What follows belongs to an exercise in optimizing a design on an open flow for a short achievable clock period and few clock cycles; a production flow would make more cautious choices.
The RTL was checked by simulation tests, not by an equivalence proof against the original design.
Power figures rest on the tool's default switching activity, not on a simulated workload.

<file path="design/flow/run.sh">
#!/bin/bash
# synth_recipe.tcl (not shown) runs the flow's synth.tcl, then flattens the netlist and writes it again
# the make line also repeats each setting of config.mk as NAME=value (left out here)
make -C /OpenROAD-flow-scripts/flow DESIGN_CONFIG=/design/flow/config.mk WORK_HOME=/design/flow/orfs CLKGATE_MAP_FILE= SYNTH_SCRIPT=/design/flow/synth_recipe.tcl finish
</file>
<file path="design/flow/config.mk">
export PLATFORM = sky130hd
export DESIGN_NAME = riscvsingle
export DESIGN_NICKNAME = riscvsingle
export VERILOG_FILES = /design/flow/design.v
export SDC_FILE = /design/flow/constraint.sdc
export NUM_CORES = 4
export LEC_CHECK = 0
export CAP_MARGIN = 20
export CORE_MARGIN = 2
export CORE_UTILIZATION = 40
export SETUP_SLACK_MARGIN = 1.0
export SLEW_MARGIN = 20
</file>
<file path="design/flow/constraint.sdc">
create_clock -name core_clock -period 29.0 [get_ports {clk}]
set_input_delay 5.8000 -clock core_clock [delete_from_list [all_inputs] [get_ports {clk}]]
set_output_delay 5.8000 -clock core_clock [all_outputs]
set_load 0.01 [all_outputs]
</file>
<file path="design/flow/design.v">
module adder(
    a, 
    b, 
    ci, 
    sum,
    N,
    Z,
    C,
    V
);
    input [31:0] a, b;
    input ci;
    output [31:0] sum;
    output N, Z, C, V;
    wire c_msb;
    wire c_30;
    wire [2:0] w_carry;
    cla_8bit CLA_8bit_01 (.a(a[7:0]), .b(b[7:0]), .ci(ci), .s(sum[7:0]), .co(w_carry[0]), .c_30());
    cla_8bit CLA_8bit_02 (.a(a[15:8]),  .b(b[15:8]),  .ci(w_carry[0]), .s(sum[15:8]), .co(w_carry[1]), .c_30());
    cla_8bit CLA_8bit_03 (.a(a[23:16]), .b(b[23:16]), .ci(w_carry[1]), .s(sum[23:16]), .co(w_carry[2]), .c_30());
    cla_8bit CLA_8bit_04 (.a(a[31:24]), .b(b[31:24]), .ci(w_carry[2]), .s(sum[31:24]), .co(c_msb), .c_30(c_30));
    assign N = sum[31];
    assign Z = (sum == 32'h0) ? 1'b1 : 1'b0;
    assign C = c_msb;
    assign V = c_msb ^ c_30;
endmodule
module cla_8bit(
    a, 
    b, 
    ci, 
    s, 
    co,
    c_30
);
    input [7:0] a, b;
    input ci;
    output [7:0] s;
    output co, c_30;
    wire [7:0] g, p;
    wire [7:0] c;
    full_adder fa0(.a(a[0]), .b(b[0]), .ci(ci), .s(s[0]), .g(g[0]), .p(p[0]));
    full_adder fa1(.a(a[1]), .b(b[1]), .ci(c[0]), .s(s[1]), .g(g[1]), .p(p[1]));
    full_adder fa2(.a(a[2]), .b(b[2]), .ci(c[1]), .s(s[2]), .g(g[2]), .p(p[2]));
    full_adder fa3(.a(a[3]), .b(b[3]), .ci(c[2]), .s(s[3]), .g(g[3]), .p(p[3]));
    full_adder fa4(.a(a[4]), .b(b[4]), .ci(c[3]), .s(s[4]), .g(g[4]), .p(p[4]));
    full_adder fa5(.a(a[5]), .b(b[5]), .ci(c[4]), .s(s[5]), .g(g[5]), .p(p[5]));
    full_adder fa6(.a(a[6]), .b(b[6]), .ci(c[5]), .s(s[6]), .g(g[6]), .p(p[6]));
    full_adder fa7(.a(a[7]), .b(b[7]), .ci(c[6]), .s(s[7]), .g(g[7]), .p(p[7]));
    cla_unit_8bit u_cla_unit(
        .g(g), 
        .p(p), 
        .ci(ci), 
        .c(c)
    );
    assign co = c[7];
    assign c_30 = c[6];
endmodule
module cla_unit_8bit(
    g, 
    p, 
    ci, 
    c
);
    input [7:0] g, p;
    input ci;
    output [7:0] c;
    assign c[0] = g[0] | (p[0]&ci);
    assign c[1] = g[1] | (p[1]&c[0]);
    assign c[2] = g[2] | (p[2]&c[1]);
    assign c[3] = g[3] | (p[3]&c[2]);   
    assign c[4] = g[4] | (p[4]&c[3]);   
    assign c[5] = g[5] | (p[5]&c[4]);   
    assign c[6] = g[6] | (p[6]&c[5]);   
    assign c[7] = g[7] | (p[7]&c[6]); 
endmodule 
module full_adder(
    a, 
    b, 
    ci, 
    s, 
    g, 
    p
);
    input a, b, ci;
    output s, g, p;
    assign s = p^ci;
    assign g = a&b;
    assign p = a^b;
endmodule
module extend(
    ImmSrc,
    in,
    out
);
    input [2:0] ImmSrc;
    input [24:0] in;      
    output reg [31:0] out;
    always@(*) begin
        if (ImmSrc == 3'b000)                                          
            out = {{20{in[24]}}, in[24:13]};		 
        else if (ImmSrc == 3'b001)                                     
            out = {{20{in[24]}}, in[24:18], in[4:0]};		
        else if (ImmSrc == 3'b010)                                     
            out = {{20{in[24]}}, in[0], in[23:18], in[4:1], 1'b0};	 
        else if (ImmSrc == 3'b011)                                     
            out = {{12{in[24]}}, in[12:5], in[13], in[23:14], 1'b0};
		else if (ImmSrc == 3'b100)									   
			out = {in[24:5],12'h0};
		else if(ImmSrc == 3'b111)						   
			out = {{27{1'h0}},in[12:8]};							  
		else
            out = 32'h0;
    end
endmodule
module flopr(
    clk,
    n_rst,
    d,
    en,
    q
);
  parameter RESET_VALUE = 32'h0000_0033;
	input clk, n_rst;
    input [31:0] d;
    input en;
    output reg [31:0] q;	
    always@(posedge clk or negedge n_rst) begin 
        if(!n_rst) begin
            q <= RESET_VALUE;
        end
        else begin
            if(en)
                q <= d;
        end		
    end
endmodule
module mux2(
    in0,
    in1,
    sel,
    out
);
    input [31:0] in0, in1; 
    input sel;
    output [31:0] out;
	assign out = (sel) ? in1 : in0;
endmodule
module mux3(
    in0,
    in1,
    in2,
    sel,
    out
);
    input [31:0] in0, in1, in2; 
    input [1:0] sel;
    output reg [31:0] out;
    always@(*)begin
        if(sel == 2'b00)
            out = in0;
        else if(sel == 2'b01)
            out = in1;
        else if(sel == 2'b10)
            out = in2;
        else
            out = 32'h0;
    end
endmodule
module be_logic_load(
    RD,
    Addr_Last2,
    funct3,
    BE_RD
);
 input [31:0] RD;
 input [1:0] Addr_Last2;
 input [2:0] funct3;
output reg [31:0] BE_RD; 
	 always@(*) 
    begin
            if(funct3 == 3'b000)   
            begin
                if(Addr_Last2 == 2'b00) begin
                    BE_RD = {{24{RD[7]}},RD[7:0]};
                end
                else if(Addr_Last2 == 2'b01) begin
                    BE_RD = {{24{RD[15]}},RD[15:8]};
                end
                else if(Addr_Last2 == 2'b10) begin
                    BE_RD = {{24{RD[23]}},RD[23:16]};
                end
                else if(Addr_Last2 == 2'b11) begin
                    BE_RD = {{24{RD[31]}},RD[31:24]};
                end
                else begin
                    BE_RD = 32'b0;
                end
            end
            else if(funct3 == 3'b001 ) begin  
                if(Addr_Last2 == 2'b00) begin
                    BE_RD = {{16{RD[15]}},RD[15:0]};
                end
                else if(Addr_Last2 == 2'b10) begin
                    BE_RD = {{16{RD[31]}},RD[31:16]};
                end
                 else begin
                    BE_RD = 32'b0;
                end
            end
            else if(funct3 == 3'b010) begin  
                BE_RD = RD; 
            end
            else if(funct3 == 3'b100) begin  
                if(Addr_Last2 == 2'b00) begin
                    BE_RD = {24'h0,RD[7:0]}; 
				end
                else if(Addr_Last2 == 2'b01) begin
                    BE_RD = {24'h0,RD[15:8]}; 
                end
                else if(Addr_Last2 == 2'b10) begin
                    BE_RD = {24'h0,RD[23:16]}; 
                end
                else if(Addr_Last2 == 2'b11) begin
                    BE_RD = {24'h0,RD[31:24]}; 
                end
                 else begin
                    BE_RD = 32'b0;
                end
            end
            else if(funct3 == 3'b101) begin   
                if(Addr_Last2 == 2'b00) begin
                    BE_RD = {16'h0,RD[15:0]};
                end
                else if(Addr_Last2 == 2'b10) begin
                    BE_RD = {16'h0,RD[31:16]};
                 end
                 else begin
                    BE_RD = 32'b0;
                end
            end
            else begin
                BE_RD = RD;
               end      
    end
endmodule
module be_logic_store(
    WD,
    Addr_Last2,
    funct3,
    BE_WD,
	ByteEnable
);
 input [31:0] WD;
 input [1:0] Addr_Last2;
 input [2:0] funct3;
output reg [31:0] BE_WD;
output reg [3:0] ByteEnable; 
	always@(*)
	begin
		if(funct3 == 3'b000)begin  
			if(Addr_Last2 == 2'b00)begin
				BE_WD = {24'h0,WD[7:0]};
				ByteEnable = 4'b0001;
			end
			else if(Addr_Last2 == 2'b01)begin
                BE_WD = {16'h0,WD[7:0],8'h0};
				ByteEnable = 4'b0010;	
			end
			else if(Addr_Last2 == 2'b10)begin
                BE_WD = {8'h0,WD[7:0],16'h0};
				ByteEnable = 4'b0100;
			end
			else if(Addr_Last2 == 2'b11)begin
                BE_WD = {WD[7:0],24'h0};
				ByteEnable =4'b1000;
			end
			else begin
				BE_WD = 32'b0;
				ByteEnable = 4'b0000;
			end
		 end
 	   else if(funct3 == 3'b001)begin  
		   if(Addr_Last2 == 2'b00)begin
                BE_WD = {16'h0,WD[15:0]};
				ByteEnable = 4'b0011;
		   end
		   else if(Addr_Last2 == 2'b10)begin
                BE_WD = {WD[15:0],16'h0};
			    ByteEnable = 4'b1100;
		   end
		   else begin
			    BE_WD = 32'b0;
				ByteEnable = 4'b0000;
		   end
	   end
	  else if(funct3 == 3'b010)begin  
				BE_WD = WD;
				ByteEnable = 4'b1111;
	  end
	  else begin
		BE_WD = 32'b0;
		ByteEnable = 4'b0000;
	  end
	end
endmodule
module D_E_DFF #(
    parameter WIDTH = 32,
    parameter RESET_VALUE = 0
)
(
    clk,
    n_rst,
    en,
    Flush,
    din,
    dout
);
    input clk;
    input n_rst;
    input en;
    input Flush;
    input [WIDTH-1:0]din;
    output reg[WIDTH-1:0]dout;
always@(posedge clk or negedge n_rst)
begin
    if(!n_rst) 
    begin
        dout <= RESET_VALUE;
    end
    else 
    begin
        if(Flush)begin
            dout <= RESET_VALUE;
        end
        else if  (en) begin
            dout <= din;
        end
    end
end
endmodule
module E_M_DFF #(
    parameter WIDTH = 32,
    parameter RESET_VALUE = 0
)
(
    clk,
    n_rst,
    din,
    dout
);
    input clk;
    input n_rst;
    input [WIDTH-1:0]din;
    output reg[WIDTH-1:0]dout;
always@(posedge clk or negedge n_rst)
begin
    if(!n_rst) 
    begin
        dout <= RESET_VALUE;
    end
    else 
    begin
        dout <= din;
    end
end
endmodule
module F_D_DFF #(
    parameter WIDTH = 32,
    parameter RESET_VALUE = 0
)
(
    clk,
    n_rst,
    en,
    Flush,
    din,
    dout
);
    input clk;
    input n_rst;
    input en;
    input Flush;
    input [WIDTH-1:0]din;
    output reg[WIDTH-1:0]dout;
always@(posedge clk or negedge n_rst)
begin
    if(!n_rst) 
    begin
        dout <= RESET_VALUE;
    end
    else 
    begin
       if(Flush)begin
            dout <= RESET_VALUE;
        end
        else if(en)begin
            dout <= din;
        end
    end
end
endmodule
module M_W_DFF #(
    parameter WIDTH = 32,
    parameter RESET_VALUE = 0
)
(
    clk,
    n_rst,
    din,
    dout
);
    input clk;
    input n_rst;
    input [WIDTH-1:0]din;
    output reg[WIDTH-1:0]dout;
always@(posedge clk or negedge n_rst)
begin
    if(!n_rst) 
    begin
        dout <= RESET_VALUE;
    end
    else 
    begin
        dout <= din;
    end
end
endmodule
module delay #(
    parameter WIDTH = 32,
    parameter RESET_VALUE = 32'h0
)
(
    clk,
    n_rst,
    din,
    dout
);
    input clk;
    input n_rst;
    input [WIDTH-1:0]din;
    output reg[WIDTH-1:0]dout;
always@(posedge clk or negedge n_rst)
begin
    if(!n_rst) 
    begin
        dout <= RESET_VALUE;
    end
    else
    begin 
        dout <= din;
    end
end
endmodule
module sync_block (
		input [31:0]instr_temp,
		input [31:0]instr_temp_1d,
		input [31:0]PC,
		input FlushD_1d,
		input stall_1d,
		output reg[31:0]InstrD
);
always@(*)
begin
	if(FlushD_1d || PC == 32'h1000_0000)
	begin
		InstrD <= 32'h0000_0033;
	end
	else if(stall_1d)
	begin
		InstrD <= instr_temp_1d;
	end
	else
	begin 
		InstrD <= instr_temp;
	end
end
endmodule
module hazard_unit(
    input [4:0] rs1,
    input [4:0] rs2,
    input [4:0] rdm,
    input [4:0] rdw,
    input RegWriteM,
    input RegWriteW,
    output reg [1:0] ForwardAE,
    output reg [1:0] ForwardBE
);
always@(*)
begin
    if(((rs1 == rdm) && (RegWriteM)) &&(rs1 != 0))
    begin
        ForwardAE = 2'b10;
    end
    else if(((rs1 == rdw) && (RegWriteW)) &&(rs1 != 0))
    begin
        ForwardAE = 2'b01;
    end
    else
    begin
        ForwardAE = 2'b00;
    end
end
always@(*)
begin
    if(((rs2 == rdm) && (RegWriteM)) &&(rs2 != 0))
    begin
        ForwardBE = 2'b10;
    end
    else if(((rs2 == rdw) && (RegWriteW)) &&(rs2 != 0))
    begin
        ForwardBE = 2'b01;
    end
    else
    begin
        ForwardBE = 2'b00;
    end
end
endmodule
module stall(
    input [4:0] rs1,
    input [4:0] rs2,
    input [4:0] rde,
    input [1:0]ResultSrc,
    output reg  stall
);
always@(*)
begin
    if(((rs1 == rde) || (rs2 == rde)) &&(ResultSrc[0]))
    begin
        stall = 1'b1;
    end
    else
    begin
        stall = 1'b0;
    end
end
endmodule
module flush(
    input[1:0]PCSrc,
    input stall,
    output FlushD,
    output FlushE
);
assign FlushD = (PCSrc == 2'b01 || PCSrc ==2'b10)? 1'b1 : 1'b0;
assign FlushE = ((PCSrc == 2'b01 || PCSrc ==2'b10)|| (stall ==1'b1))? 1'b1 : 1'b0;
endmodule
module reg_file_async (
    input clk,
    input clkb,
    input we,
    input [4:0] ra1, ra2, wa,
    input [31:0] wd,
    output [31:0] rd1, rd2
);
    parameter DEPTH = 32;
    reg [31:0] mem [0:31];
    assign rd1 = (ra1 != 5'd0) ? mem[ra1] : 32'd0;
    assign rd2 = (ra2 != 5'd0) ? mem[ra2] : 32'd0;
    genvar i;
    generate
        for(i = 1; i < 32 ; i = i+1) begin : REG_FILE
            always @(posedge clkb) begin
                if(i == wa && we) begin
                    mem[i] <= wd;                    
                end
            end
        end
    endgenerate
endmodule
module Csr_Logic(
	input clk,
	input [6:0]opcode,
	input [2:0]funct3,
	input Csr,
	output [31:0] RD1_path,
	output [31:0] ImmExt_path,
	output reg [31:0] tohost_csr
);
always @(posedge clk)
begin
	if(Csr ==1'b1)
		begin
		case(funct3)
			3'b001: tohost_csr <= RD1_path;
			3'b101: tohost_csr <= ImmExt_path;
			default : tohost_csr <= 32'h0;
		endcase
		end
	else
		tohost_csr <= 32'h0;
end
endmodule
module alu(
    a_in,
    b_in,
    ALUControl,
    result,
    aZ,
	aN,
	aC,
	aV
);
    input [31:0] a_in, b_in;
    input [4:0] ALUControl;
    output reg [31:0] result; 
    output reg aZ,aN,aC,aV;  
    wire N, Z, C, V;
    wire [31:0] add_sub_b;
    wire [31:0] adder_result, and_result, or_result, SLT_result;
	wire [31:0] xor_result;
	wire [31:0] sll_result;
	wire [31:0] srl_result;
	wire sltu_result;
    wire signed [31:0] sra_result;
    wire signed [31:0] sra_a_in;
	wire ci;
	assign sra_a_in = a_in;
	assign add_sub_b = (ALUControl == 5'b00001 || ALUControl == 5'b00101 || ALUControl == 5'b01001) ? ~b_in : b_in;
	assign ci = (ALUControl == 5'b00001 || ALUControl == 5'b00101 || ALUControl == 5'b01001) ? 1'b1 : 1'b0;
	adder u_add_32bit_add(
        .a(a_in),
        .b(add_sub_b),
        .ci(ci),
        .sum(adder_result),
        .N(N),
        .Z(Z),
        .C(C),
        .V(V)
    );    
    always@(*)begin
        if (ALUControl == 5'b00000 || ALUControl == 5'b00001 || ALUControl == 5'b00101 || ALUControl == 5'b01001) begin
            {aN, aZ, aC, aV} = {N, Z, C, V};
        end
        else if (ALUControl == 5'b00010) begin
            aN = and_result[31];
            aZ = (and_result == 32'h0) ? 1'b1 : 1'b0;
            aC = 1'b0;
            aV = 1'b0;
        end
        else if (ALUControl == 5'b00011) begin
            aN = or_result[31];
            aZ = (or_result == 32'h0) ? 1'b1 : 1'b0;
            aC = 1'b0;
            aV = 1'b0;
        end
        else begin
            {aN, aZ, aC, aV} = 4'h0;	
        end
    end
    assign and_result = a_in & b_in;
    assign or_result = a_in | b_in;
    assign SLT_result = aN ^ aV;
	assign xor_result = a_in ^ b_in;
	assign sll_result = a_in << b_in[4:0];
	assign srl_result = a_in >> b_in[4:0];
	assign sra_result = sra_a_in >>> b_in[4:0];
	assign sltu_result = ~aC;
	always@(*) begin
        case(ALUControl)
            5'b00000 : result = adder_result;         
            5'b00001 : result = adder_result;         
            5'b00010 : result = and_result;           
            5'b00011 : result = or_result;            
		    5'b00101 : result = SLT_result;           
            5'b00100 : result = xor_result;           
            5'b00110 : result = sll_result;           
			5'b00111 : result = srl_result;           
			5'b01000 : result = sra_result;           
			5'b01001 : result ={31'b0,sltu_result};		  
			default : result = 32'h0;
        endcase
    end
endmodule
module aludec(
    opcode,
    funct3,
    funct7,
    ALUop,
    ALUControl
);
    input [6:0] opcode;
    input [2:0] funct3;
    input [1:0] ALUop;
    input funct7;
    output reg [4:0] ALUControl;
    always@(*)begin                 
        if(ALUop == 2'b00)
            ALUControl = 5'b00000;                                                                                                    
        else if(ALUop == 2'b01)begin
           	ALUControl = 5'b00001;                 
		end 						 
        else if(ALUop == 2'b10) begin
            if (funct3 == 3'b000 && ({opcode[5], funct7} == 2'b00 || {opcode[5], funct7} == 2'b01 || {opcode[5], funct7} == 2'b10))   
                ALUControl = 5'b00000;
            else if (funct3 == 3'b000 && {opcode[5], funct7} == 2'b11)																  
                ALUControl = 5'b00001;
            else if (funct3 == 3'b010)																								  
                ALUControl = 5'b00101;
            else if (funct3 == 3'b110)																								  
                ALUControl = 5'b00011;
            else if (funct3 == 3'b111)																							      
                ALUControl = 5'b00010;
			else if (funct3 == 3'b100)
				ALUControl = 5'b00100;
			else if (funct3 == 3'b001)
				ALUControl = 5'b00110;
			else if (funct3 == 3'b101 && ({opcode[5],funct7}==2'b00 || {opcode[5],funct7}==2'b10))
				ALUControl = 5'b00111;																								  
			else if (funct3 == 3'b101 && funct7 == 1'b1)
				ALUControl = 5'b01000;																							      
			else if (funct3 == 3'b011)
				ALUControl = 5'b01001;																								  
			else
                ALUControl = 5'h0;
		end
		else begin  
			if(funct3 == 3'b001)
				ALUControl = 5'b00110;																							      
			else if(funct3 == 3'b101 && funct7 == 1'b1)
				ALUControl = 5'b01000;																								  
			else if(funct3 == 3'b000 && ({opcode[5],funct7}==2'b00 || {opcode[5],funct7} == 2'b01 || {opcode[5],funct7} ==2'b10))  
				ALUControl = 5'b00000;
            else if (funct3 == 3'b000 && {opcode[5], funct7} == 2'b11)																  
                ALUControl = 5'b00001;
            else if (funct3 == 3'b010)																								  
                ALUControl = 5'b00101;
            else if (funct3 == 3'b110)																								  
				ALUControl = 5'b00011;
            else if (funct3 == 3'b111)																							      
                ALUControl = 5'b00010;
			else if (funct3 == 3'b100)
				ALUControl = 5'b00100;
			else if (funct3 == 3'b101 && ({opcode[5],funct7}==2'b00 || {opcode[5],funct7}==2'b10))
				ALUControl = 5'b00111;																								  
			else if(funct3 == 3'b011)
				ALUControl = 5'b01001;																								  
			else
				ALUControl = 5'h0;
		end
    end
endmodule
module maindec(
    opcode,
	Branch,
    ResultSrc,
    MemWrite,
    ALUSrcA,
	ALUSrcB,
    ImmSrc,
    RegWrite,
    Jump,
	Csr,
    ALUop
);
   	input [6:0] opcode;
    output reg [1:0]Jump;
    output reg Branch, MemWrite, ALUSrcB, RegWrite,Csr;
    output reg [1:0] ResultSrc,ALUSrcA;
	output reg [2:0] ImmSrc;
    output reg [1:0] ALUop;
    always@(*)begin
		if(opcode == 7'b111_0011)begin
			Csr = 1'b1;
		end
		else begin 
			Csr = 1'b0;
		end
	end
    always@(*) begin     
        case(opcode)
            7'b000_0011 : {RegWrite, ImmSrc, ALUSrcA, ALUSrcB, MemWrite, ResultSrc, Branch, ALUop, Jump} = 15'b10_0000_1001_00000;      
            7'b010_0011 : {RegWrite, ImmSrc, ALUSrcA, ALUSrcB, MemWrite, ResultSrc, Branch, ALUop, Jump} = 15'b00_0100_1100_00000;      
            7'b011_0011 : {RegWrite, ImmSrc, ALUSrcA, ALUSrcB, MemWrite, ResultSrc, Branch, ALUop, Jump} = 15'b10_0000_0000_01000;      
            7'b110_0011 : {RegWrite, ImmSrc, ALUSrcA, ALUSrcB, MemWrite, ResultSrc, Branch, ALUop, Jump} = 15'b00_1000_0000_10100;      
            7'b001_0011 : {RegWrite, ImmSrc, ALUSrcA, ALUSrcB, MemWrite, ResultSrc, Branch, ALUop, Jump} = 15'b10_0000_1000_01100;      
            7'b110_1111 : {RegWrite, ImmSrc, ALUSrcA, ALUSrcB, MemWrite, ResultSrc, Branch, ALUop, Jump} = 15'b10_1100_0010_00010;      
            7'b110_0111 : {RegWrite, ImmSrc, ALUSrcA, ALUSrcB, MemWrite, ResultSrc, Branch, ALUop, Jump} = 15'b10_0000_1010_00001;      
            7'b011_0111 : {RegWrite, ImmSrc, ALUSrcA, ALUSrcB, MemWrite, ResultSrc, Branch, ALUop, Jump} = 15'b11_0010_1000_00000;      
            7'b001_0111 : {RegWrite, ImmSrc, ALUSrcA, ALUSrcB, MemWrite, ResultSrc, Branch, ALUop, Jump} = 15'b11_0001_1000_00000;      
            7'b111_0011 : {RegWrite, ImmSrc, ALUSrcA, ALUSrcB, MemWrite, ResultSrc, Branch, ALUop, Jump} = 15'b01_1100_0000_00000;      
			default : {RegWrite, ImmSrc, ALUSrcA, ALUSrcB, MemWrite, ResultSrc, Branch, ALUop, Jump} = 15'h0;
        endcase
    end
endmodule
module controller(
    opcode,
    funct3,
    funct7,
    Branch,
	ResultSrc,
    MemWrite,
    ALUSrcA,
	ALUSrcB,
    ImmSrc,
    RegWrite,
    ALUControl,
	Csr,
    Jump
);
    input [6:0] opcode;
    input [2:0] funct3;
    input funct7;
    output Branch, MemWrite, ALUSrcB, RegWrite;
    output Csr;
    output [1:0] ResultSrc, ALUSrcA,Jump;
	output [2:0] ImmSrc;
    output [4:0] ALUControl;
    wire [1:0] ALUop;
    maindec mdec(
		.Branch(Branch),
		.opcode(opcode),
        .ResultSrc(ResultSrc),
        .MemWrite(MemWrite),
        .ALUSrcA(ALUSrcA),
		.ALUSrcB(ALUSrcB),
        .ImmSrc(ImmSrc),
        .RegWrite(RegWrite),
        .Jump(Jump),
		.Csr(Csr),
        .ALUop(ALUop)
    );
    aludec adec(
        .opcode(opcode),
        .funct3(funct3),
        .funct7(funct7),
        .ALUop(ALUop),
        .ALUControl(ALUControl)
    );
endmodule
module Branch_Logic(
    funct3,
    N,
    Z,
    C,
    V,
    Branch,
    Jump,
    PCSrc
);
    input [2:0] funct3;
    input N,Z,C,V;
    input Branch;
    input [1:0]Jump;
    reg Btaken;
    output reg [1:0] PCSrc;
    always@(*) begin
        if(Branch == 1'h1) begin
            if((funct3 == 3'b000) && (Z == 1'h1)) begin  
                Btaken = 1'h1;
            end  
            else if((funct3 == 3'b001) && (Z == 1'h0)) begin  
                Btaken = 1'h1;
            end  
			else if((funct3 == 3'b100) &&(N!=V))begin
				Btaken =1'h1;
			end  
			else if((funct3 == 3'b110) && (C== 1'h0))begin
				Btaken = 1'h1;
			end  
			else if((funct3 == 3'b111) && (C == 1'h1))begin
				Btaken = 1'h1;
			end  
			else if((funct3 == 3'b101) && (N==V))begin
				Btaken = 1'h1;
			end 
            else begin
                Btaken = 1'h0;
            end
        end
        else begin
            Btaken = 1'h0;
        end
    end
always@(*)
begin
	if(Btaken == 1'h1 || (Jump == 2'b10))begin
		PCSrc = 2'b01;
	end
	else if (Jump == 2'b01)begin
		PCSrc = 2'b10;
	end
	else begin
		PCSrc = 2'b00;
	end 
end
endmodule
module datapath(
    clk,
    n_rst,
    Instr,          
    ReadData,       
    PCSrc,          
    ResultSrc,
    ALUControl,
    ALUSrcA,
    ALUSrcB,
    ImmSrc,
    RegWrite,
    PC,             
    ALUResult,      
    WriteData,
    ByteEnable,
	N,
    Z,
    C,
    V,
    stall,
    FlushD,
    FlushE,
	Csr
);
	parameter RESET_PC = 32'h1000_0000;
    input clk, n_rst,  ALUSrcB, RegWrite;
    input [31:0] Instr, ReadData;
    input [1:0] ResultSrc, ALUSrcA, PCSrc; 
    input [2:0] ImmSrc;
    input [4:0] ALUControl;
    input Csr;
    input FlushD;
    input FlushE;
    output [31:0] PC, ALUResult;
    output [31:0] WriteData;
    output N,Z,C,V;
    output [3:0] ByteEnable;
    output stall;
    wire [31:0] PC_next, PC_target, PC_plus4;
    wire [31:0] ImmExt;                       
    wire [31:0] SrcA, bef_SrcB;
    wire [31:0] bef_SrcA, SrcB;
    wire [31:0] Result;
    wire [31:0] BE_WD,BE_RD;
	wire [31:0] tohost_csr;
    assign WriteData = BE_WD;
    wire [31:0] PCD;
    wire [31:0] PCE;
    wire [31:0] InstrE;
    wire [31:0] ImmExtE;
    wire [31:0] bef_SrcAE;
    wire [31:0] bef_SrcBE;
    wire [31:0] RdE;
    wire RegWriteE;
    wire [1:0] ResultSrcE;
    wire CsrE;
	wire [31:0] PC_plus4M;
    wire [31:0] InstrM;
    wire [31:0] WriteDataM;
    wire [31:0] ALUResultM;
    wire [31:0] RdM;
    wire RegWriteM;
    wire [1:0]ResultSrcM;
    wire [31:0]PCM;
    wire [31:0] PC_plus4W;
    wire [31:0] InstrW;
    wire [31:0] ALUResultW;
    wire [31:0] RdW;
    wire RegWriteW;
    wire [1:0]ResultSrcW;
    wire [1:0] ForwardAE;
    wire [1:0] ForwardBE;
    wire [1:0] ForwardAD;
    wire [1:0] ForwardBD;
    wire [31:0] bef_SrcAhz;
    wire [31:0] bef_SrcBhz;
    wire [31:0] hz_SrcA;
    wire [31:0] hz_SrcB;
    wire stall;
    mux3 u_pc_next_mux3(
        .in0(PC_plus4),
        .in1(PC_target),
        .in2(ALUResult),
        .sel(PCSrc),
        .out(PC_next)
    );
    flopr #(
		.RESET_VALUE(RESET_PC)
	)	u_pc_register(
        .clk(clk),
        .n_rst(n_rst),
        .en(~stall),
        .d(PC_next),
        .q(PC)
    );
    adder u_pc_plus4(
        .a(PC), 
        .b(32'h4), 
        .ci(1'b0), 
        .sum(PC_plus4),
        .N(),
        .Z(),
        .C(),
        .V()
    );
    F_D_DFF #(.WIDTH(32),.RESET_VALUE(RESET_PC)) PCF_D(.clk(clk),.n_rst(n_rst),.en(~stall),.Flush(FlushD),.din(PC),.dout(PCD));
    D_E_DFF #(.WIDTH(32),.RESET_VALUE(RESET_PC)) PCD_E(.clk(clk),.n_rst(n_rst),.en(~stall),.Flush(FlushE),.din(PCD),.dout(PCE));
    D_E_DFF #(.WIDTH(32),.RESET_VALUE(32'h0000_0033)) InstrD_E(.clk(clk),.n_rst(n_rst),.en(~stall),.Flush(FlushE),.din(Instr),.dout(InstrE));
    D_E_DFF #(.WIDTH(32),.RESET_VALUE(32'h0)) ImmExtD_E(.clk(clk),.n_rst(n_rst),.en(~stall),.Flush(FlushE),.din(ImmExt),.dout(ImmExtE));
    D_E_DFF #(.WIDTH(32),.RESET_VALUE(32'h0)) bef_SrcAD_E(.clk(clk),.n_rst(n_rst),.en(~stall),.Flush(FlushE),.din(bef_SrcAhz),.dout(bef_SrcAE)); 
    D_E_DFF #(.WIDTH(32),.RESET_VALUE(32'h0)) bef_SrcBD_E(.clk(clk),.n_rst(n_rst),.en(~stall),.Flush(FlushE),.din(bef_SrcBhz),.dout(bef_SrcBE)); 
    D_E_DFF #(.WIDTH(32),.RESET_VALUE(32'h0000_0033)) RdD_E(.clk(clk),.n_rst(n_rst),.en(~stall),.Flush(FlushE),.din(Instr),.dout(RdE));
    D_E_DFF #(.WIDTH(1),.RESET_VALUE(1'h0)) RegWriteD_E(.clk(clk),.n_rst(n_rst),.en(~stall),.Flush(FlushE),.din(RegWrite),.dout(RegWriteE));
    D_E_DFF #(.WIDTH(2),.RESET_VALUE(2'h0)) ResultSrcD_E(.clk(clk),.n_rst(n_rst),.en(~stall),.Flush(FlushE),.din(ResultSrc),.dout(ResultSrcE));
    D_E_DFF #(.WIDTH(1),.RESET_VALUE(1'h0)) CsrD_E(.clk(clk),.n_rst(n_rst),.en(~stall),.Flush(FlushE),.din(Csr),.dout(CsrE));
    E_M_DFF #(.WIDTH(32),.RESET_VALUE(32'h0000_0033)) InstrE_M(.clk(clk),.n_rst(n_rst),.din(InstrE),.dout(InstrM));
    E_M_DFF #(.WIDTH(32),.RESET_VALUE(32'h0)) WriteDataE_M(.clk(clk),.n_rst(n_rst),.din(hz_SrcB),.dout(WriteDataM));
    E_M_DFF #(.WIDTH(32),.RESET_VALUE(32'h0)) ALUResultE_M(.clk(clk),.n_rst(n_rst),.din(ALUResult),.dout(ALUResultM));
    E_M_DFF #(.WIDTH(32),.RESET_VALUE(32'h0000_0033)) RdE_M(.clk(clk),.n_rst(n_rst),.din(RdE),.dout(RdM));
    E_M_DFF #(.WIDTH(1),.RESET_VALUE(1'h0)) RegWriteE_M(.clk(clk),.n_rst(n_rst),.din(RegWriteE),.dout(RegWriteM));
    E_M_DFF #(.WIDTH(2),.RESET_VALUE(2'h0)) ResultSrcE_M(.clk(clk),.n_rst(n_rst),.din(ResultSrcE),.dout(ResultSrcM));
    E_M_DFF #(.WIDTH(32),.RESET_VALUE(RESET_PC)) PCE_M(.clk(clk),.n_rst(n_rst),.din(PCE),.dout(PCM));
    M_W_DFF #(.WIDTH(32),.RESET_VALUE(32'h0)) PC_plus4M_W(.clk(clk),.n_rst(n_rst),.din(PC_plus4M),.dout(PC_plus4W));
    M_W_DFF #(.WIDTH(32),.RESET_VALUE(32'h0)) ALUResultM_W(.clk(clk),.n_rst(n_rst),.din(ALUResultM),.dout(ALUResultW));
    M_W_DFF #(.WIDTH(32),.RESET_VALUE(32'h0000_0033)) InstrM_W(.clk(clk),.n_rst(n_rst),.din(InstrM),.dout(InstrW));
    M_W_DFF #(.WIDTH(32),.RESET_VALUE(32'h0000_0033)) RdM_W(.clk(clk),.n_rst(n_rst),.din(RdM),.dout(RdW));
    M_W_DFF #(.WIDTH(1),.RESET_VALUE(1'h0)) RegWriteM_W(.clk(clk),.n_rst(n_rst),.din(RegWriteM),.dout(RegWriteW));
    M_W_DFF #(.WIDTH(2),.RESET_VALUE(2'h0)) ResultSrcM_W(.clk(clk),.n_rst(n_rst),.din(ResultSrcM),.dout(ResultSrcW));
    hazard_unit u_hazardD_unit(.rs1(Instr[19:15]),.rs2(Instr[24:20]),.rdm(RdM[11:7]),.rdw(RdW[11:7]),.RegWriteM(RegWriteM),.RegWriteW(RegWriteW),.ForwardAE(ForwardAD),.ForwardBE(ForwardBD));
    mux3 hzD_alu_mux3(.in0(bef_SrcA),.in1(Result),.in2(ALUResultM),.sel(ForwardAD),.out(bef_SrcAhz));
    mux3 hzD_alu_mux2(.in0(bef_SrcB),.in1(Result),.in2(ALUResultM),.sel(ForwardBD),.out(bef_SrcBhz));
    mux3 hzE_alu_mux3(.in0(bef_SrcAE),.in1(Result),.in2(ALUResultM),.sel(ForwardAE),.out(hz_SrcA));
    mux3 hzE_alu_mux2(.in0(bef_SrcBE),.in1(Result),.in2(ALUResultM),.sel(ForwardBE),.out(hz_SrcB));
    hazard_unit u_hazardE_unit(.rs1(InstrE[19:15]),.rs2(InstrE[24:20]),.rdm(RdM[11:7]),.rdw(RdW[11:7]),.RegWriteM(RegWriteM),.RegWriteW(RegWriteW),.ForwardAE(ForwardAE),.ForwardBE(ForwardBE));
    stall u_stall(.rs1(Instr[19:15]),.rs2(Instr[24:20]),.rde(RdE[11:7]),.ResultSrc(ResultSrcE),.stall(stall));
    extend u_Extend(
        .ImmSrc(ImmSrc),
        .in(Instr[31:7]),
        .out(ImmExt)
    );
	Csr_Logic u_Csr_Logic(
        .clk(clk),
		.opcode(InstrE[6:0]),
		.funct3(InstrE[14:12]),
		.Csr(CsrE),
		.RD1_path(hz_SrcA),
		.ImmExt_path(ImmExtE),
		.tohost_csr(tohost_csr)
	);
	adder u_pc_target(
        .a(PCE), 
        .b(ImmExtE), 
        .ci(1'b0), 
        .sum(PC_target),
        .N(),
        .Z(),
        .C(),
        .V()
    );
    adder u_pc_plus4M(
        .a(PCM), 
        .b(32'h4), 
        .ci(1'b0), 
        .sum(PC_plus4M),
        .N(),
        .Z(),
        .C(),
        .V()
    );
    reg_file_async rf(
        .clk(clk),
		.clkb(clk),
        .ra1(Instr[19:15]),
        .ra2(Instr[24:20]),
        .we(RegWriteW),
        .wa(RdW[11:7]),
        .wd(Result),
        .rd1(bef_SrcA),
        .rd2(bef_SrcB)
    );
    mux3 u_alu_mux3(
        .in0(hz_SrcA),
        .in1(PCE),
        .in2(32'h0),
        .sel(ALUSrcA),
        .out(SrcA)
    );
    mux2 u_alu_mux2(
        .in0(hz_SrcB),
        .in1(ImmExtE),
        .sel(ALUSrcB),
        .out(SrcB)
    );
    alu u_ALU(
        .a_in(SrcA),
        .b_in(SrcB),
        .ALUControl(ALUControl),
        .result(ALUResult),
        .aN(N),
        .aZ(Z),
        .aC(C),
        .aV(V)
    );
    be_logic_load u_be_load(
        .RD(ReadData),
        .Addr_Last2(ALUResultW[1:0]),
        .funct3(InstrW[14:12]),
        .BE_RD(BE_RD)
    );
    be_logic_store u_be_store(
        .WD(WriteDataM),
        .Addr_Last2(ALUResultM[1:0]),
        .funct3(InstrM[14:12]),
        .BE_WD(BE_WD),
		.ByteEnable(ByteEnable)
    );
    mux3 u_result_mux3(
        .in0(ALUResultW),
        .in1(BE_RD),
        .in2(PC_plus4W),
        .sel(ResultSrcW),
        .out(Result)
    );
endmodule
module riscvsingle(
    clk,
    n_rst,
    PC,
    Instr,
    MemWriteE,
    ALUResult,
    WriteData,
	ByteEnable,
    ReadData
);
	parameter RESET_PC = 32'h1000_0000;
    input clk, n_rst;
    input [31:0] Instr, ReadData;
    output [31:0] PC, ALUResult, WriteData;
    output [3:0]ByteEnable;
	wire Branch, ALUSrcB, RegWrite, MemWrite, N, Z, C ,V;
    wire Csr; 
    wire [1:0] PCSrc,ALUSrcA,Jump;  
    wire [1:0] ResultSrc;
    wire [2:0] ImmSrc;
	wire [4:0] ALUControl;
    wire [31:0] InstrD;
    wire stall_1d;
    wire FlushD_1d;
    wire [31:0]instr_temp_1d;
    output MemWriteE;
    wire [31:0] InstrE;
    wire BranchE;
    wire [1:0] JumpE;
    wire [4:0]ALUControlE;
    wire [1:0] ALUSrcAE;
    wire ALUSrcBE;
    wire stall;
    wire FlushD;
    wire FlushE;
flush u_flush(.PCSrc(PCSrc),.stall(stall),.FlushD(FlushD),.FlushE(FlushE));
sync_block u_sync_block(.instr_temp(Instr),.instr_temp_1d(instr_temp_1d),.PC(PC),.FlushD_1d(FlushD_1d),.stall_1d(stall_1d),.InstrD(InstrD));
delay #(.WIDTH(1),.RESET_VALUE(1'h0)) u_stall_1d(.clk(clk),.n_rst(n_rst),.din(stall),.dout(stall_1d));
delay #(.WIDTH(1),.RESET_VALUE(1'h0)) u_FlushD_1d(.clk(clk),.n_rst(n_rst),.din(FlushD),.dout(FlushD_1d));
delay #(.WIDTH(32),.RESET_VALUE(32'h0000_0033)) InstrD_1d(.clk(clk),.n_rst(n_rst),.din(Instr),.dout(instr_temp_1d));
    controller u_controller(
		.Branch(Branch),
        .opcode(InstrD[6:0]),
        .funct3(InstrD[14:12]),
        .funct7(InstrD[30]),
        .ResultSrc(ResultSrc),
        .MemWrite(MemWrite),
        .ALUSrcA(ALUSrcA),
		.ALUSrcB(ALUSrcB),
        .ImmSrc(ImmSrc),
        .RegWrite(RegWrite),
        .ALUControl(ALUControl),
        .Csr(Csr),
		.Jump(Jump)
    );
D_E_DFF #(.WIDTH(32),.RESET_VALUE(32'h0000_0033)) InstrD_E(.clk(clk),.n_rst(n_rst),.en(~stall),.Flush(FlushE),.din(InstrD),.dout(InstrE));
D_E_DFF #(.WIDTH(1),.RESET_VALUE(1'h0)) BranchD_E(.clk(clk),.n_rst(n_rst),.en(~stall),.Flush(FlushE),.din(Branch),.dout(BranchE));
D_E_DFF #(.WIDTH(2),.RESET_VALUE(2'h0)) JumpD_E(.clk(clk),.n_rst(n_rst),.en(~stall),.Flush(FlushE),.din(Jump),.dout(JumpE));
D_E_DFF #(.WIDTH(1),.RESET_VALUE(1'h0)) MemWriteD_E(.clk(clk),.n_rst(n_rst),.en(~stall),.Flush(FlushE),.din(MemWrite),.dout(MemWriteE));
D_E_DFF #(.WIDTH(5),.RESET_VALUE(5'h0)) ALUControlD_E(.clk(clk),.n_rst(n_rst),.en(~stall),.Flush(FlushE),.din(ALUControl),.dout(ALUControlE));
D_E_DFF #(.WIDTH(2),.RESET_VALUE(2'h0)) ALUSrcAD_E(.clk(clk),.n_rst(n_rst),.en(~stall),.Flush(FlushE),.din(ALUSrcA),.dout(ALUSrcAE));
D_E_DFF #(.WIDTH(1),.RESET_VALUE(1'h0)) ALUSrcBD_E(.clk(clk),.n_rst(n_rst),.en(~stall),.Flush(FlushE),.din(ALUSrcB),.dout(ALUSrcBE));
	Branch_Logic u_branch(
		.funct3(InstrE[14:12]),
		.N(N),
		.Z(Z),
		.C(C),
		.V(V),
		.Branch(BranchE),
        .Jump(JumpE),
        .PCSrc(PCSrc)
	);
    datapath #(
			.RESET_PC(RESET_PC)
	) i_datapath(
        .clk(clk),
        .n_rst(n_rst),
        .Instr(InstrD),        
        .ReadData(ReadData),    
        .PCSrc(PCSrc),      
        .ResultSrc(ResultSrc),
        .ALUControl(ALUControlE),
        .ALUSrcA(ALUSrcAE),
        .ALUSrcB(ALUSrcBE),
		.ImmSrc(ImmSrc),
        .RegWrite(RegWrite),
        .PC(PC),            
        .ALUResult(ALUResult),   
        .WriteData(WriteData),      
        .ByteEnable(ByteEnable),
		.N(N),
        .Z(Z),
        .C(C),
        .V(V),
        .stall(stall),
        .FlushD(FlushD),
        .FlushE(FlushE),
		.Csr(Csr)
    );
endmodule
</file>
==> qor.yml <==
end_kind: "output port"
cts_buffers: 157
slew_headroom: 0.111
dpl.hpwl_um: 240000
outcome: "complete, no violations"
synth_nets: 5976
final-setup-viol-count: 0
wl_um: 383000
cp-start-kind: "input pin"
row_count: 153
worstMarginPinSlew_ns: 1.32
ir_drop_uv: 54.9
hold_viol: 0
grt_pass1_wl_um: 510000
stdcell_count: 8345
grt_max_degree: 85
dr_total_vias: 62507
avgSynthCellArea_um2: 12.3
placedCellCount: 8047
cts.sinks: 1432
arrival_ns: 21.63
rsz0062_at_grt: "false"
grt_antenna_before_repair: 34
synth_top_cell_area_share: 0.424
placed_area_um2: 76100
met2_usage: 0.596
min_period_ns: 27.43
busiest_layer: "met2"
crit_top_cell: "fa_2"
drtIter0Drc: 13000
crit_path_max_fanout: 3
final.period_utilization: 0.946
grtUsageTotal: 0.415
port-buffer-count: 166
synthTopCellsByArea: "edfxtp_1, dfrtp_1, a22oi_1"
synth_warnings: 65
cts_hold_buffers: 0
slowest_delay_ns: 0.47
ff2ff_path_depth: 54
n_fill_cell: 15625
drv_cap: 0
worst_ep_required_time_ns: 23.20
total_power_w: 0.00680
cts_tree: "done"
routabilityCongestion: 1.04
wl_per_cell_um: 45.9
synth-simple-area-share: 0.0884
finalMaxSlewViolations: 0
htreeDepth: 4
grt_pass1_vias: 58728
clock_latency_ns: 0.88
synthFlopType: "edfxtp_1"
critPathKind: "in -> out"
hp-start: "i_datapath.PCE_M.dout[0]$_DFF_PN0_"
reg2reg_from: "i_datapath.ResultSrcM_W.dout[1]$_DFF_PN0_"
yosys.area.top_type: "edfxtp_1"
cts.path.max_buffers: 3
met1_usage: 0.489
drc_errors: 0
syn_to_final_growth_pct: 16.2
finalInstanceArea_um2: 81600
power_density_nw_per_um2: 83.4
core_area_um2: 174000
hold_end: "i_datapath.PC_plus4M_W.dout[0]$_DFF_PN0_"
synth_compound_area_frac: 0.208
drtPass1Iterations: 10
synthXorXnorAreaFrac: 0.00910
layout-drive-gt1-share: 0.141
synth-async-reset-ratio: 0.307
r2r_setup_slack_ns: 9.36
clkTransAtPathRegs_ns: 0.05
dieArea_um2: 179000
synth_mux_area_frac: 0.0395
seq_area_frac_synth: 0.581
cellLeakagePower_nw: 28.9
synth_top_family_by_area: "compound AO/OA/AOI/OAI gates"
viasPerCell: 7.49
grt_overflow: 0
ys_ff_latch: 1432
synth_area_um2: 70200
yosys.area_share.adder: 0.0394
antenna_left: 0
ioPinCount: 167
skew_ns: 0.0884
initial_core_util: 0.403
layout.nets: 6134
synth_cell_types: 94
grtUsageMet3: 0.167
min_path_cells: 0
holdCritPathClass: "reg -> reg"
fmax_mhz: 36.5
cts-root-buf: "clkbuf_16"
synth-edff-count: 992
slowest_stage: "fa_1"
r2r-end: "i_datapath.bef_SrcBD_E.dout[7]$_DFFE_PN0P_"
synthesis.instances: 5726
fp.dieH_um: 423
die_x_um: 423
layer usage:
layer	part of all wire	routed length (um)
met4	0.11	40700
met5	0.00098	375
met2	0.41	157000
met3	0.15	58400
met1	0.33	127000
report_power, final:
group / switching [W] / total (W) / internal [W] / leakage, nW
clock network: 0.000902 / 0.00205 / 0.00115 / 2.51
logic: 0.00135 / 0.00193 / 0.000584 / 12.0
registers: 0.000242 / 0.00282 / 0.00257 / 14.4
total: 0.00249 / 0.00680 / 0.00431 / 28.9
what timing repair did:
action	in CTS	in global routing
setup endpoints to repair	3	2
pin swaps	10	9
resized for setup	24	10
buffers inserted	1	0
how the worst max path moves through the flow:
stage,startpoint,slack [ns],end
after floorplan,ReadData[24],1.03,ALUResult[0]
after global placement,ReadData[24],-0.37,ALUResult[0]
after detailed placement,ReadData[24],-0.29,ALUResult[0]
after CTS,ReadData[24],1.01,ALUResult[0]
after global routing,ReadData[24],1.03,ALUResult[0]
final,ReadData[24],1.57,ALUResult[0]
registers in the layout (all words and copies together) (netlist names), 2 cells and up:
register	count
ALUControlD_E.dout	4
ALUSrcAD_E.dout	2
InstrD_1d.dout	32
JumpD_E.dout	2
i_datapath.ALUResultE_M.dout	32
i_datapath.ALUResultM_W.dout	32
i_datapath.ImmExtD_E.dout	32
i_datapath.InstrD_E.dout	18
i_datapath.InstrE_M.dout	8
i_datapath.InstrM_W.dout	8
i_datapath.PCD_E.dout	32
i_datapath.PCE_M.dout	32
i_datapath.PCF_D.dout	32
i_datapath.PC_plus4M_W.dout	32
i_datapath.ResultSrcD_E.dout	2
i_datapath.ResultSrcE_M.dout	2
i_datapath.ResultSrcM_W.dout	2
i_datapath.WriteDataE_M.dout	32
i_datapath.bef_SrcAD_E.dout	32
i_datapath.bef_SrcBD_E.dout	32
i_datapath.rf.mem	992
i_datapath.u_pc_register.q	32
critical path, delay by kind of cell:
family	cells	cell delay, ns
and+or+nand+nor	4	0.71
adders and majority gates	31	12.08
buffers and inverters	4	0.88
AOI/OAI and AO/OA	9	1.94
xor gates and xnor gates	1	0.19
area by class of cell:
| type | instances | area, um^2 | area share |
|---|---|---|---|
| flip-flops and latches | 1432 | 40800 | 0.500 |
| multi-input cells | 3709 | 28200 | 0.346 |
| clock buffers | 201 | 4230 | 0.0518 |
| repair buffers | 465 | 3950 | 0.0484 |
| well taps | 2325 | 2910 | 0.0357 |
| clock inverters | 79 | 956 | 0.0117 |
| inverters | 119 | 453 | 0.00555 |
| diodes | 15 | 37.5 | 0.000460 |
synth_stat cells (all sizes together), types with 47 or more instances:
library cell and count:
a21oi 227, inv 116, nand4 175, nor3 75, buf 128, nor2 323, nor4 47, mux2i 187
nand2 313, mux2 76, ha 123, o221ai 47, xnor2 56, a22oi 491, a22o 219, nand3 115
a211oi 79, and3 51, a222oi 77, a221oi 257, o21ai 161, edfxtp 992, fa 61, o22ai 60
clkbuf 338, dfrtp 432
through the flow:
| stage | hold WS, ns | utilization | worst slack [ns] | setup TNS (ns) |
|---|---|---|---|---|
| global placement | 0.337 | 0.437 | -0.366 | -0.366 |
| floorplan | 0.331 | - | 1.03 | 0 |
| finish | 0.351 | 0.468 | 1.57 | 0 |
| global route | 0.356 | 0.468 | 1.03 | 0 |
| detailed placement | 0.340 | 0.437 | -0.286 | -0.286 |
| CTS | 0.350 | 0.467 | 1.01 | 0 |
layout by cell type (no fill, tap or decap), types with 123 or more instances in the layout:
| master | netlist | final |
|---|---|---|
| o21ai_0 | 155 | 143 |
| buf_4 | 37 | 295 |
| a21oi_1 | 227 | 222 |
| mux2i_1 | 187 | 187 |
| a221oi_1 | 248 | 245 |
| clkbuf_16 | 0 | 160 |
| a22o_1 | 219 | 219 |
| edfxtp_1 | 992 | 992 |
| nand4_1 | 175 | 175 |
| clkdlybuf4s50_1 | 0 | 164 |
| ha_1 | 123 | 123 |
| dfrtp_1 | 432 | 429 |
| nand2_1 | 310 | 309 |
| nor2_1 | 321 | 247 |
| a22oi_1 | 491 | 491 |
cell families after synthesis:
kind of cell,Yosys count
AO/OA/AOI/OAI,1927
XOR/XNOR,73
AND/OR/NAND/NOR,1259
adder cells (fa/ha/maj),185
buffers and inverters,585
multiplexers,265
flip-flops,1432
Testbench counts, summed over its fixed seeds: cycles 274,908.

==> re-timing with driven ports <==
How much do the figures lean on ideal ports? The routed layout below was timed once more, with nothing changed but the port constraints. Step 1: set_driving_cell puts a clkbuf_16 on clk and a buf_2 on each other input, an assumption about the parent block. Step 2 moves the port delays by t, midway between the first and last clock arrival at a register: inputs arrive t later, outputs are due t later. That takes back most of the time a late clock gives input paths. Slacks: no drivers / after step 1 / after step 2; pairs: no drivers / after step 1.
shift t [ns]: 0.928
slack for setup (ns): 1.572 / 1.544 / 1.544
worst setup path after step 2: input to output
After both steps this run still meets setup and hold. The setup slack of this run moves by -0.028 ns with the drivers and by -0.028 ns with both steps.
